This is an optimization exercise on Yosys and OpenROAD, whose aim is small area, not a production implementation. Function was checked by simulation only, so behaviour that the tests miss may differ from the original. Power is estimated from default activity; no workload was simulated.

==> flow/config.mk <==
export PLATFORM = sky130hd
export DESIGN_NAME = top
export DESIGN_NICKNAME = top
export VERILOG_FILES = /design/flow/design.v
export SDC_FILE = /design/flow/constraint.sdc
export NUM_CORES = 4
export LEC_CHECK = 0
export CAP_MARGIN = 20
export CORE_MARGIN = 2
export CORE_UTILIZATION = 40
export SLEW_MARGIN = 20
==> flow/constraint.sdc <==
create_clock -name core_clock -period 12.0 [get_ports {sys_clk}]
set_input_delay 2.4000 -clock core_clock [delete_from_list [all_inputs] [get_ports {sys_clk}]]
set_output_delay 2.4000 -clock core_clock [all_outputs]
set_load 0.01 [all_outputs]
==> flow/design.v <==
`timescale 1ns / 1ps
module clock_div(
    input clk, rst,
    input en,
    output tick
    );
    parameter period = 4;
    parameter width = 1;
    reg [width-1:0] cnt;
    reg clk_out;
    assign tick = en & (cnt == ((period >> 1) - 1)) & ~clk_out;
    always @(posedge clk or posedge rst)
    begin
        if (rst) begin
            cnt <= 0;
            clk_out <= 0;
            end
        else if (en)
            if (cnt == ((period >> 1) - 1)) begin
                clk_out <= ~clk_out;
                cnt <= 0;
            end
            else begin
                cnt <= cnt + 1;
            end
    end
endmodule
module clock_div_bps(input clk,
                     input rst,
                     output clk_bps,
                     output bps_tick);
    reg [13:0]cnt_first,cnt_second;
    always @(posedge clk or posedge rst)begin
        if (rst)
            cnt_first <= 14'd0;
        else if (cnt_first == 14'd100)
            cnt_first <= 14'd0;
        else
            cnt_first <= cnt_first + 1'b1;
    end
    always @(posedge clk or posedge rst)begin
        if (rst)
            cnt_second <= 14'd0;
        else if (cnt_second == 14'd25)
            cnt_second <= 14'd0;
        else if (cnt_first == 14'd100)
            cnt_second <= cnt_second + 1'b1;
        else
            cnt_second <= cnt_second;
    end
    assign clk_bps = cnt_second == 14'd25 ? 1'b1 : 1'b0;
    assign bps_tick = (cnt_first == 14'd100) && (cnt_second == 14'd24);
endmodule
module bottomFlag(
	input key,clk,clr,
	output key_changed2
    );
	wire key_changed1;
	reg [2:0] count;  
	reg sample1, sample_locked1, sample2, sample_locked2;
	always @(posedge clk or posedge clr)
		if(clr) sample1 <= 0;
		else sample1 <= key;
	always @(posedge clk or posedge clr)
		if(clr) sample_locked1 <= 0;
		else sample_locked1 <= sample1;	
	assign key_changed1 = ~sample_locked1 & sample1;
	always @(posedge clk or posedge clr)
		if(clr) count <= 0;
		else if(key_changed1) count <= 0;
		else count <= count + 1;
	always @(posedge clk or posedge clr)
		if(clr) sample2 <= 0;
		else if(count == 2)  
			sample2 <= key;	
	always @(posedge clk or posedge clr)
		if(clr) sample_locked2 <= 0;
		else sample_locked2 <= sample2;	
	assign key_changed2 = ~sample_locked2 & sample2;
endmodule
module flowLED (input clk,
                input rst,
                input en,
                output reg [5:0]led);
    wire clk_bps, bps_tick;
    clock_div_bps clkbps(clk,rst,clk_bps,bps_tick);
    reg[5:0]led_reg;
    always @(posedge clk or posedge rst)begin
        if (rst)
            led_reg <= 6'b100_000;
        else if (bps_tick) begin
            if (led_reg != 6'b000_001)
                led_reg <= led_reg >> 1'b1;
            else
                led_reg <= 6'b100_000;
        end
    end
      always @(posedge clk or posedge rst)begin
          if(rst)
          led<=6'b000_000;
          else if(en)
          led<=led_reg;
          else
          led<=6'b000_000;
      end
endmodule
`timescale 1ns / 1ps
module seg_tube(
    input [31:0] nums,
    input sys_clk, rst,
    output reg [7:0] seg_out,
    output reg [7:0] seg_en
);
    wire tick, tick_t;
    clock_div #(.period(4), .width(2)) cda(sys_clk, rst, 1'b1, tick_t);
    clock_div #(.period(4), .width(2)) cd(sys_clk, rst, tick_t, tick);
    reg [2:0] cnt;
    reg [3:0] data;
    always @(posedge sys_clk or posedge rst)
    begin
        if (rst) begin 
            cnt <= 0;
            data <= 0;
            seg_en <= 8'b1111_1111;
            seg_out <= 8'b1111_1111;
        end
        else if (tick) begin
            cnt <= cnt + 1;
            case(cnt)
                0: seg_en <= 8'b1111_1110;
                1: seg_en <= 8'b1111_1101;
                2: seg_en <= 8'b1111_1011;
                3: seg_en <= 8'b1111_0111;
                4: seg_en <= 8'b1110_1111;
                5: seg_en <= 8'b1101_1111;
                6: seg_en <= 8'b1011_1111;
                default: seg_en <= 8'b0111_1111;
            endcase
            case(cnt)
                6: data <= nums[31:28];
                5: data <= nums[27:24];
                4: data <= nums[23:20];
                3: data <= nums[19:16];
                2: data <= nums[15:12];
                1: data <= nums[11:8];
                0: data <= nums[7:4];
                default: data <= nums[3:0];
            endcase
            if (cnt == 2)
                case(data)
                    4'd0: seg_out<=8'b0100_0000;   
                    4'd1: seg_out<=8'b0111_1001;   
                    4'd2: seg_out<=8'b0010_0100;   
                    4'd3: seg_out<=8'b0011_0000;   
                    4'd4: seg_out<=8'b0001_1001;   
                    4'd5: seg_out<=8'b0001_0010;   
                    4'd6: seg_out<=8'b0000_0010;   
                    4'd7: seg_out<=8'b0111_1000;   
                    4'd8: seg_out<=8'b0000_0000;   
                    4'd9: seg_out<=8'b0001_0000;   
                    4'ha: seg_out=8'b0000_1000;   
                    4'hb: seg_out=8'b0000_0011;   
                    4'hc: seg_out=8'b0100_0110;   
                    4'hd: seg_out=8'b0010_0001;   
                    4'he: seg_out=8'b0000_0110;   
                    4'hf: seg_out=8'b0000_1110;   
                    default: seg_out <= 8'b1111_1111;
                endcase
            else
                case(data)
                    4'd0: seg_out<=8'b1100_0000;   
                    4'd1: seg_out<=8'b1111_1001;   
                    4'd2: seg_out<=8'b1010_0100;   
                    4'd3: seg_out<=8'b1011_0000;   
                    4'd4: seg_out<=8'b1001_1001;   
                    4'd5: seg_out<=8'b1001_0010;   
                    4'd6: seg_out<=8'b1000_0010;   
                    4'd7: seg_out<=8'b1111_1000;   
                    4'd8: seg_out<=8'b1000_0000;   
                    4'd9: seg_out<=8'b1001_0000;   
                    4'ha: seg_out=8'b0000_1000;   
                    4'hb: seg_out=8'b0000_0011;   
                    4'hc: seg_out=8'b0100_0110;   
                    4'hd: seg_out=8'b0010_0001;   
                    4'he: seg_out=8'b0000_0110;   
                    4'hf: seg_out=8'b0000_1110;   
                    default: seg_out <= 8'b1111_1111;
                endcase
        end
    end
endmodule
`timescale 1ns / 1ps
module seg_functions(
    input sys_clk, rst, timer_en,
    input [13:0] steps,
    input [1:0]  game_status,
    output [7:0] seg_out,
    output [7:0] seg_en
);
reg [5:0] min;
reg [5:0] sec;
reg [31:0] nums;
wire tick_a, tick_b, tick;
clock_div #(.period(10), .width(4)) cda(sys_clk, rst, 1'b1, tick_a);
clock_div #(.period(10), .width(4)) cdb(sys_clk, rst, tick_a, tick_b);
clock_div #(.period(10), .width(4)) cd(sys_clk, rst, tick_b, tick);
always @(posedge sys_clk or posedge rst)
begin
    if(rst)
    nums<=0;
    else begin
    nums[3:0] <= sec % 10;
    nums[7:4] <= sec / 10;
    nums[11:8] <= min % 10;
    nums[15:12] <= min / 10;
    nums[19:16] <= steps % 10;
    nums[23:20] <= (steps / 10) % 10;
    nums[27:24] <= (steps / 100) % 10;
    nums[31:28] <= steps / 1000;
    end
end
always @(posedge sys_clk or posedge rst)
begin
    if (rst) begin
        min <= 0;
        sec <= 0;
    end
    else if (!tick) begin
    end
    else if(game_status==2'b00)begin
         min <= 0;
         sec <= 0;
    end
    else begin
        if (timer_en) begin
           if (sec == 59) begin
                min <= min + 1;
                sec <= 0;
           end 
           else sec <= sec + 1;
       end
    end
end
seg_tube st(nums, sys_clk, rst, seg_out, seg_en);
endmodule
module fsm (input clk_d,
            input rst,
            input start_sw,
            input win_flag,
            input active,
            output reg [1:0]game_status,
            output reg[13:0]step_number,
            output reg timer_en);
    localparam CHOSE_BOARD  = 2'b00;
    localparam GAMING       = 2'b01;
    localparam GAME_INITIAL = 2'b10;
    localparam WINNED       = 2'b11;
    always @(posedge clk_d,posedge rst) begin
        if (rst)
            step_number <= 8'b0;
        else if (game_status == GAMING|game_status == GAME_INITIAL)begin
            if (active)begin
                if (step_number < 8'b1111_1111)
                    step_number <= step_number+1'b1;
                else
                    step_number <= 8'b0;
            end
            else
                step_number <= step_number;
        end
        else if(game_status==WINNED)
            step_number <= step_number;
        else
            step_number <= 8'b0;
    end
    always @(posedge clk_d,posedge rst) begin
        if (rst)
            game_status <= CHOSE_BOARD;
        else if (~start_sw)
            game_status <= CHOSE_BOARD;
        else if (start_sw&win_flag)
            game_status <= WINNED;
        else if (start_sw&step_number == 8'b0&!win_flag)
            game_status <= GAME_INITIAL;
        else
            game_status <= GAMING;
    end
    always @(posedge clk_d,posedge rst) begin
        if (rst)
            timer_en <= 0;
        else if (game_status == GAME_INITIAL|game_status == GAMING) begin
            timer_en <= 1;
        end
        else
            timer_en <= 0;
    end
endmodule
module play (input [1:0]game_status,
                       input clk_d,
                       rst,
                       input[3:0]act,
					   input random,
						input set,
						input[4:0] num,
						output reg possible_led,
                       output reg [11:0]out_game,
                       output reg win_flag);
localparam CHOSE_BOARD  = 2'b00;
localparam GAMING       = 2'b01;
localparam GAME_INITIAL = 2'b10;
localparam WINNED       = 2'b11;
localparam LEFT_UP    = 2'b00;
localparam LEFT_DOWN  = 2'b10;
localparam RIGHT_UP   = 2'b01;
localparam RIGHT_DOWN = 2'b11;
reg[11:0]out;        
reg [1:0]black_pos; 
wire[11:0]rand_gen; 
random rd(clk_d,rst,rand_gen); 
always @(posedge clk_d,posedge rst) begin
    if (rst)begin
        black_pos <= LEFT_DOWN;
        out       <= 12'b000_001_010_011;
    end
    else  begin
        case(game_status)
            CHOSE_BOARD:begin
			if (set&~random)begin
            case(num)
                5'b00000:out <= 12'b000_001_011_010;  
                5'b00001:out <= 12'b000_010_011_001;  
                5'b00010:out <= 12'b001_000_011_010;  
                5'b00011:out <= 12'b001_010_011_000;  
                5'b00100:out <= 12'b010_000_011_001;  
                5'b00101:out <= 12'b010_001_011_000;  
                5'b00110:out <= 12'b000_001_010_011;  
                5'b00111:out <= 12'b000_011_010_001;  
                5'b01000:out <= 12'b001_000_010_011;  
                5'b01001:out <= 12'b001_011_010_000;  
                5'b01010:out <= 12'b011_000_010_001;  
                5'b01011:out <= 12'b011_001_010_000;  
                5'b01100:out <= 12'b000_010_001_011;  
                5'b01101:out <= 12'b000_011_001_010;  
                5'b01110:out <= 12'b010_000_001_011;  
                5'b01111:out <= 12'b010_011_001_000;  
                5'b10000:out <= 12'b011_000_001_010;  
                5'b10001:out <= 12'b011_010_001_000;  
                5'b10010:out <= 12'b001_010_000_011;  
                5'b10011:out <= 12'b001_011_000_010;  
                5'b10100:out <= 12'b010_001_000_011;  
                5'b10101:out <= 12'b010_011_000_001;  
                5'b10110:out <= 12'b011_001_000_010;  
                5'b10111:out <= 12'b011_010_000_001;  
                default:out <= out;
                endcase
			end
			else if (set&random)  begin
				out <= rand_gen;
			end
			else begin
				out <= out;
				end
				end
            GAME_INITIAL:begin
                out <= out;
                casex(out)
                12'b011_xxx_xxx_xxx:black_pos<=LEFT_UP;
                12'bxxx_011_xxx_xxx:black_pos<=RIGHT_UP;
                12'bxxx_xxx_011_xxx:black_pos<=LEFT_DOWN;
                12'bxxx_xxx_xxx_011:black_pos<=RIGHT_DOWN;
                default: black_pos <= LEFT_DOWN;
                endcase
            end
            GAMING:begin
                case(black_pos)
                    LEFT_UP:begin
                        if (act[1])begin
                            out       <= {out[8:6],out[11:9],out[5:0]};
                            black_pos <= RIGHT_UP;
                        end
                        else if (act[2])begin
                            out       <= {out[5:3],out[8:6],out[11:9],out[2:0]};
                            black_pos <= LEFT_DOWN;
                        end
                        else begin
                            out       <= out;
                            black_pos <= black_pos;
                        end
                    end
                    RIGHT_UP:begin
                        if (act[3])begin
                            out       <= {out[8:6],out[11:9],out[5:0]};
                            black_pos <= LEFT_UP;
                        end
                        else if (act[2])begin
                            out       <= {out[11:9],out[2:0],out[5:3],out[8:6]};
                            black_pos <= RIGHT_DOWN;
                        end
                        else begin
                            out       <= out;
                            black_pos <= black_pos;
                        end
                    end
                    LEFT_DOWN:begin
                        if (act[0])begin
                            out       <= {out[5:3],out[8:6],out[11:9],out[2:0]};
                            black_pos <= LEFT_UP;
                        end
                        else if (act[1]) begin
                            out       <= {out[11:6],out[2:0],out[5:3]};
                            black_pos <= RIGHT_DOWN;
                        end
                        else begin
                            out       <= out;
                            black_pos <= black_pos;
                        end
                    end
                    RIGHT_DOWN:begin
                        if (act[0])begin
                            out       <= {out[11:9],out[2:0],out[5:3],out[8:6]};
                            black_pos <= RIGHT_UP;
                        end
                        else if (act[3])begin
                            out       <= {out[11:6],out[2:0],out[5:3]};
                            black_pos <= LEFT_DOWN;
                        end
                        else begin
                            out       <= out;
                            black_pos <= black_pos;
                        end
                    end
                    default:begin
                        out       <= out;
                        black_pos <= black_pos;
                    end
                endcase
            end
            WINNED:begin
                black_pos <= black_pos;
                out       <= out;
            end
            default:begin
                black_pos <= black_pos;
                out       <= out;
            end
        endcase
    end
end
always @(posedge clk_d,posedge rst) begin
    if (rst) possible_led <= 1'b1;
    else
    case(out)
        12'b000_001_010_011:possible_led <= 1'b1;
        12'b010_000_011_001:possible_led <= 1'b1;
        12'b011_010_001_000:possible_led <= 1'b1;
        12'b001_011_000_010:possible_led <= 1'b1;
        12'b010_000_001_011:possible_led <= 1'b1;
        12'b001_010_011_000:possible_led <= 1'b1;
        12'b011_001_000_010:possible_led <= 1'b1;
        12'b010_011_001_000:possible_led <= 1'b1;
        12'b001_010_000_011:possible_led <= 1'b1;
        12'b000_001_011_010:possible_led <= 1'b1;
        12'b011_000_010_001:possible_led <= 1'b1;
        12'b000_011_010_001:possible_led <= 1'b1;
        default:            possible_led <= 1'b0;
    endcase
end
always @(posedge clk_d,posedge rst) begin
    if (rst) win_flag <= 1'b0;
    else
    case(out_game)
        12'b000_001_010_100:win_flag <= 1'b1;
        default:            win_flag <= 1'b0;
    endcase
end
always @(posedge clk_d,posedge rst) begin
    if(rst)out_game<=12'b000_001_010_011;
    else begin
        if(game_status==GAME_INITIAL|game_status==GAMING)begin
            case(black_pos)
            LEFT_UP:out_game<={3'b100,(out[8:0])};
            LEFT_DOWN:out_game<={(out[11:6]),3'b100,(out[2:0])};
            RIGHT_DOWN:out_game<={(out[11:3]),3'b100};
            RIGHT_UP:out_game<={(out[11:9]),3'b100,(out[5:0])};
            default:out_game<=out_game;
            endcase
        end
        else if(game_status==WINNED)
        out_game<=out_game;
        else 
        out_game<=out;
    end
end
endmodule
module random (
    input clk_d,rst,
    output reg[11:0]rand_out
    );
    reg[4:0] regi;
    always @(posedge clk_d,posedge rst) begin
        if (rst)
            regi <= 0;
        else if (regi>=5'b11000)
            regi <= 0;
        else
            regi <= regi+1'b1;
    end
    always @(posedge clk_d,posedge rst) begin
        if (rst)
            rand_out <= 12'b000_001_010_011;
        else begin
            case(regi)
                5'b00000:rand_out <= 12'b000_001_011_010;  
                5'b00001:rand_out <= 12'b000_010_011_001;  
                5'b00010:rand_out <= 12'b001_000_011_010;  
                5'b00011:rand_out <= 12'b001_010_011_000;  
                5'b00100:rand_out <= 12'b010_000_011_001;  
                5'b00101:rand_out <= 12'b010_001_011_000;  
                5'b00110:rand_out <= 12'b000_001_010_011;  
                5'b00111:rand_out <= 12'b000_011_010_001;  
                5'b01000:rand_out <= 12'b001_000_010_011;  
                5'b01001:rand_out <= 12'b001_011_010_000;  
                5'b01010:rand_out <= 12'b011_000_010_001;  
                5'b01011:rand_out <= 12'b011_001_010_000;  
                5'b01100:rand_out <= 12'b000_010_001_011;  
                5'b01101:rand_out <= 12'b000_011_001_010;  
                5'b01110:rand_out <= 12'b010_000_001_011;  
                5'b01111:rand_out <= 12'b010_011_001_000;  
                5'b10000:rand_out <= 12'b011_000_001_010;  
                5'b10001:rand_out <= 12'b011_010_001_000;  
                5'b10010:rand_out <= 12'b001_010_000_011;  
                5'b10011:rand_out <= 12'b001_011_000_010;  
                5'b10100:rand_out <= 12'b010_001_000_011;  
                5'b10101:rand_out <= 12'b010_011_000_001;  
                5'b10110:rand_out <= 12'b011_001_000_010;  
                5'b10111:rand_out <= 12'b011_010_000_001;  
                default:rand_out <= rand_out;
            endcase
        end
    end
endmodule
module gameControl (input clk_d,
                    input rst,
                    input [4:0] board_num_sw,
                    input start_sw,
                    input set_bt,
                    input [3:0] act_bt,
                    input random_sw,
                    output possi_led,
                    output [7:0]DIG,
                    output [7:0]Y,
                    output [5:0]flow_led,
                    output [11:0]out);
    localparam CHOSE_BOARD  = 2'b00;
    localparam GAMING       = 2'b01;
    localparam GAME_INITIAL = 2'b10;
    localparam WINNED       = 2'b11;
    wire set_flag;
    wire[3:0] act_flag;
    bottomFlag stF(set_bt,clk_d,rst,set_flag);
    bottomFlag actF0(act_bt[0],clk_d,rst,act_flag[0]);
    bottomFlag actF1(act_bt[1],clk_d,rst,act_flag[1]);
    bottomFlag actF2(act_bt[2],clk_d,rst,act_flag[2]);
    bottomFlag actF3(act_bt[3],clk_d,rst,act_flag[3]);
    wire active;
    assign active = act_flag[0]|act_flag[1]|act_flag[2]|act_flag[3];
    wire [1:0] game_status;
    wire win_flag;
    wire [13:0]step_number;
    wire timer_en;
    fsm fsm(clk_d,rst,start_sw,win_flag,active,game_status,step_number,timer_en);
    play pC(game_status,clk_d,rst,act_flag,random_sw,set_flag,board_num_sw,possi_led,out,win_flag);
    flowLED fled(clk_d,rst,win_flag,flow_led);
    seg_functions sf(clk_d, rst,timer_en, step_number,game_status, Y, DIG);
endmodule
`timescale 1ns / 1ps
module vga_sync
(
    input clk, rst,
    output reg [11:0] h_cnt,
    output reg [11:0] v_cnt,
    output hsync, vsync, active_flag
);
always @(posedge clk or posedge rst)
begin
    if(rst)
        h_cnt <= 12'd0;
    else if(h_cnt == 799)
        h_cnt <= 12'd0;
    else
        h_cnt <= h_cnt + 1;
end
assign hsync = (h_cnt < 96) ? 0 : 1;
always @(posedge clk or posedge rst)
begin
    if(rst)
        v_cnt <= 12'd0;
    else if(v_cnt == 524)
        v_cnt <= 12'd0;
    else if(h_cnt == 799)
        v_cnt <= v_cnt + 1;
    else
        v_cnt <= v_cnt;
end
assign vsync = (v_cnt < 2) ? 1'b0 : 1'b1;
assign active_flag = (h_cnt >= 144) && (h_cnt <= 624) && (v_cnt >= 35) && (v_cnt <= 515);
endmodule
`timescale 1ns / 1ps
module vga (input clk,
            rst,
            input [11:0] img_nums,
            input [11:0] rom_data,
            output reg [3:0] red,
            output reg [3:0] green,
            output reg [3:0] blue,
            output hsync,
            vsync,
            output [17:0] rom_addr);
    wire [11:0] h_cnt;
    wire [11:0] v_cnt;
    wire active_flag;
    wire [11:0] data;
    reg [17:0] addr;
    vga_sync sync(clk, rst, h_cnt, v_cnt, hsync, vsync, active_flag);
    reg [17:0] rom_addr_q;
    reg [11:0] rom_q;
    always @(posedge clk or posedge rst)
    begin
        if (rst) begin
            rom_addr_q <= 18'd0;
            rom_q      <= 12'd0;
        end
        else begin
            rom_addr_q <= addr;
            rom_q      <= rom_data;
        end
    end
    assign rom_addr = rom_addr_q;
    assign data     = rom_q;
    always @(posedge clk or posedge rst)
    begin
        if (rst) begin
            addr  <= 18'd0;
            red   <= 4'b0000;
            green <= 4'b0000;
            blue  <= 4'b0000;
        end
        else if (active_flag && h_cnt - 144 <= 480) begin
            if (h_cnt - 144 <= 240) begin
                if (v_cnt - 35 <= 240) begin
                    case(img_nums[11:9])
                        3'b000: addr  <= (v_cnt - 35) * 480 + (h_cnt - 144);
                        3'b001: addr  <= (v_cnt - 35) * 480 + (h_cnt - 144) + 240;
                        3'b010: addr  <= (v_cnt - 35) * 480 + (h_cnt - 144) + 115200;
                        3'b011: addr  <= (v_cnt - 35) * 480 + (h_cnt - 144) + 115440;
                        default: addr <= 230400;
                    endcase
                end
                else begin
                    case(img_nums[5:3])
                        3'b000: addr  <= (v_cnt - 35) * 480 + (h_cnt - 144) - 115200;
                        3'b001: addr  <= (v_cnt - 35) * 480 + (h_cnt - 144) - 114960;
                        3'b010: addr  <= (v_cnt - 35) * 480 + (h_cnt - 144);
                        3'b011: addr  <= (v_cnt - 35) * 480 + (h_cnt - 144) + 240;
                        default: addr <= 230400;
                    endcase
                end
            end
            else begin
                if (v_cnt - 35 <= 240) begin
                    case(img_nums[8:6])
                    3'b000: addr  <= (v_cnt - 35) * 480 + (h_cnt - 144) - 240;
                    3'b001: addr  <= (v_cnt - 35) * 480 + (h_cnt - 144);
                    3'b010: addr  <= (v_cnt - 35) * 480 + (h_cnt - 144) + 114960;
                    3'b011: addr  <= (v_cnt - 35) * 480 + (h_cnt - 144) + 115200;
                    default: addr <= 230400;
                    endcase
                end
                else begin
                    case(img_nums[2:0])
                        3'b000: addr  <= (v_cnt - 35) * 480 + (h_cnt - 144) - 115440;
                        3'b001: addr  <= (v_cnt - 35) * 480 + (h_cnt - 144) - 115200;
                        3'b010: addr  <= (v_cnt - 35) * 480 + (h_cnt - 144) - 240;
                        3'b011: addr  <= (v_cnt - 35) * 480 + (h_cnt - 144);
                        default: addr <= 230400;
                    endcase
                end
            end
            if (data != 230400) begin
                red   <= data[11:8];
                green <= data[7:4];
                blue  <= data[3:0];
            end
            else begin
                red   <= 4'b0000;
                green <= 4'b0000;
                blue  <= 4'b0000;
            end
        end
        else begin
            red   <= 4'b0000;
            green <= 4'b0000;
            blue  <= 4'b0000;
        end
    end
endmodule
module top (input sys_clk,
            input rst,
            input [4:0]bottom,
            input [5:0]key,
            input random_key,
            input [11:0] rom_data,
            output possi_led,
            output [7:0]DIG,
            output [7:0]Y,
            output [5:0]flow_led,
            output [3:0] red,
            output [3:0] green,
            output [3:0] blue,
            output hsync,
            vsync,
            output [5:0]key_led,
            output rd_led,
            output [17:0] rom_addr
            );
    wire [11:0] img_nums;
    vga vga(sys_clk,rst,img_nums,rom_data,red,green,blue,hsync,vsync,rom_addr);
    gameControl gc(sys_clk,rst,key[4:0],key[5],bottom[0],bottom[4:1],random_key,possi_led,DIG,Y,flow_led,img_nums);
    assign key_led = key;
    assign rd_led  = random_key;
endmodule
==> flow/run.sh <==
#!/bin/bash
# synth_recipe.tcl (not shown) runs the flow's synth.tcl, then flattens the netlist and writes it again
# the make line also repeats each setting of config.mk as NAME=value (left out here)
make -C /OpenROAD-flow-scripts/flow DESIGN_CONFIG=/design/flow/config.mk WORK_HOME=/design/flow/orfs CLKGATE_MAP_FILE= SYNTH_SCRIPT=/design/flow/synth_recipe.tcl finish
==> run notes <==
Clk network pwr share = 0.360
met2 WL post-DR = 30000 um
critical path's slowest cell = or2_1
max layer used = met4
DR DRC count = 0
critical-path maximum fanout = 21
Synth Area per Inst = 8.09 sq um
Setup TNS = 0 ns
Sw Ratio = 0.332
Final Util = 0.445
Max Clk Rate = 0.110 GHz
initial antenna violation count = 0
GRT Total Usage = 0.207
WS Path Type = flop to flop
FF-to-FF setup slack = 2.94 ns
vias in the first global route = 20700
cells on worst reg2reg path = 25
clk buf depth = 3
I/O pin count = 88
Final Slew Violations = 0
#FFs+latches synth = 303
hold buffer count at CTS = 0
Worst Clk Skew = 0.0273 ns
Mapped Area = 24500 sq um
final hold vios = 0
crit start category = flop
top-count cell post-synth = nor2_1
outcome = complete, no violations
dpl ws = 3.10 ns
P_int = 0.00208 W
met3 wire length = 3670 um
min-delay src = vga.addr[11]$_DFFE_PP0P_
row count = 90
post-detailed-route count of antenna-violating nets = 0
post_cts resized = 0
DRT Pass-1 Iters = 9
DP Wirelength = 48300 um
ys flop type = dfrtp_1
Antenna diodes = 0
Slew HR = 0.270
CTS H-Tree Depth = 2
RSZ-0062 raised after global routing = no
Synth area leaders = dfrtp_1 28%, ha_1 5.6%, nor2_1 5.1%
Hold Path Depth = 0
die span in x = 252 um
nets = 3131
layout cells sized above 1 = 0.0762
GRT overflow = 0
worst min-delay path category = flop to flop
WP data required = 12.41 ns
Seq pwr share = 0.416
routed vias/inst = 5.92
clk slew on worst S/H paths = 0.06 ns
LEAKAGE = 11.3 nW
ys async rst share = 1.00
EDFF count, synth = 0
met1 WL = 31400 um
R2R Path Start = gc.fsm.step_number[12]$_DFFE_PP0P_
Core Area = 60500 sq um
pin count of the biggest net entering global routing = 156
Die Y-Extent = 252 um
Setup Fix Bufs, Post-CTS = 0
Placer Congestion = 0.928
crit end category = flop
Reg with most FFs = gc.sf.nums
post-synth cell types = 123
Slew @ Worst Pin = 1.08 ns
vias post-DR = 22400
final WL = 66600 um
syn_nets = 3186
setup slack after layout = 2.94 ns
Post-synth top cells = 333 x nor2_1, 279 x nand2_1, 272 x dfrtp_1, 224 x o21ai_0, 200 x a21oi_1
post-layout min period = 9.06 ns
CTS Buf Count = 36
reg2reg end = gc.sf.nums[21]$_DFF_PP0_
largest stage delay on the critical path = 0.67 ns
pwr/cell area = 116 nW/um^2
dominant cell type by area after synthesis = dfrtp_1
Setup Viol. Count Final = 0
Cells after Synth = 3032
number of max-cap violations = 0
Synth top area share = 0.278
CTS root buf = clkbuf_16
Port Buffer Count = 87
Top Registers = gc.sf.nums x30, vga.addr x18, vga.rom_addr_q x18
critical path arrival = 9.48 ns
Worst-Skew Late Latency = 0.56 ns
Psw = 0.00103 W
Starting DRT DRC Count = 2252
max reg flops = 30
CTS Sinks = 303
die footprint = 63300 sq um
global-route wire length before repair = 110000 um
Comb power frac = 0.224
period utilization = 0.755
maximum VDD drop = 86.5 uV
Area Overhead vs Synth = 9.69%
Synth Warn # = 12
CTS tree = yes
Initial Utilization = 0.406
Seq/Total Area, Yosys = 0.311
Worst Hold End = vga.rom_addr_q[11]$_DFF_PP0_
routed len/inst = 17.6 um
-- area by class of cell --
class | instances | area (sq um)
fill | 5961 | 33600
multi-input combinational | 2380 | 15500
sequential | 303 | 7620
timing repair buffer | 106 | 1030
clock buffer | 48 | 996
tap | 782 | 978
inverter | 150 | 578
clock inverter | 17 | 220
-- logic make-up after synthesis --
group | synth area share
mux | 0.0236
xor+xnor | 0.0620
flops | 0.311
buf+inv | 0.0587
compound gates | 0.251
simple gates | 0.217
fa+ha+maj | 0.0769
-- worst max path at each step --
stage	to	from	slack (ns)	cells past startpoint
floorplan	gc.actF0.count[0]$_DFF_PP0_	rst	1.28	1
global placement	gc.sf.nums[22]$_DFF_PP0_	gc.fsm.step_number[12]$_DFFE_PP0P_	3.26	25
detailed placement	gc.sf.nums[21]$_DFF_PP0_	gc.fsm.step_number[12]$_DFFE_PP0P_	3.10	25
CTS	gc.sf.nums[21]$_DFF_PP0_	gc.fsm.step_number[12]$_DFFE_PP0P_	3.05	25
global route	gc.sf.nums[19]$_DFF_PP0_	gc.fsm.step_number[12]$_DFFE_PP0P_	2.17	27
finish	gc.sf.nums[21]$_DFF_PP0_	gc.fsm.step_number[12]$_DFFE_PP0P_	2.94	25
-- power groups by stage --
stage               logic [W]  clock network, W  registers, W
floorplan            0.000618                 0       0.00117
global placement     0.000678                 0       0.00131
detailed placement   0.000690                 0       0.00131
CTS                  0.000694           0.00116       0.00129
global route         0.000782           0.00120       0.00132
finish               0.000696           0.00112       0.00130
-- critical path, delay by kind of cell (launching register included) --
family          cells  cell delay (ns)
simple gates        9             3.26
compound gates     12             4.05
buf+inv             1             0.07
fa+ha+maj           1             0.33
xor+xnor            1             0.14
mux                 1             0.38
flops               1             0.65
-- stage by stage --
stage	hold slack (ns)	std cells	instance area (sq um)	total power (W)
after floorplan	0.347	3032	24500	0.00179
after global placement	0.354	3721	25700	0.00198
after detailed placement	0.355	3721	25700	0.00200
after CTS	0.342	3786	26900	0.00315
after global routing	0.363	3786	26900	0.00329
final	0.353	3786	26900	0.00312
-- per-layer routing --
layer | track usage | up-vias
met4 | 0.0585 | 0
met5 | 0 | -
met3 | 0.0253 | 108
met2 | 0.324 | 697
met1 | 0.299 | 10800
li1 | - | 10800
-- placed cells by master (no fill, tap or decap), drive strengths merged, types with 18 or more instances in the layout --
cell type and n:
ha 109, or2 32, clkdlybuf4s50 87, a31oi 49, nor2b 41, a22oi 21, o211ai 35, nand2b 37
o21ai 238, mux2 27, nor4 22, clkbuf 48, o22ai 30, nand4 32, a211oi 45, xor2 47
nor3 85, and2 30, o21a 18, nand3 91, fa 19, a21o 27, nand2 281, buf 19
mux2i 24, a21oi 205, dfstp 31, xnor2 124, and3 30, nor2 336, inv 146, or3 24
o31ai 29, dfrtp 272

afterwards: timing with drivers on the ports:
No port has a modelled driver above. Below, the same layout with a new extraction and two added sets of constraints.
Step 1 assumes that a clkbuf_16 drives the clock port and a buf_2 every other input.
Step 2 adds t to the input delays and takes it off the output delays; t is the mean of the earliest and latest rising clock arrival at the registers after step 1. Input paths then give back, and output paths get back, about the clock's delay inside the block.
Slacks: no drivers / after step 1 / after step 2; pairs: no drivers / after step 1.
t, ns: 0.601
slack for setup (ns): 2.936 / 2.936 / 2.936
worst hold slack (ns): 0.353 / 0.353 / 0.353
After both steps this run still meets setup and hold. The setup slack of this run moves by 0.000 ns with the drivers and by 0.000 ns with both steps.
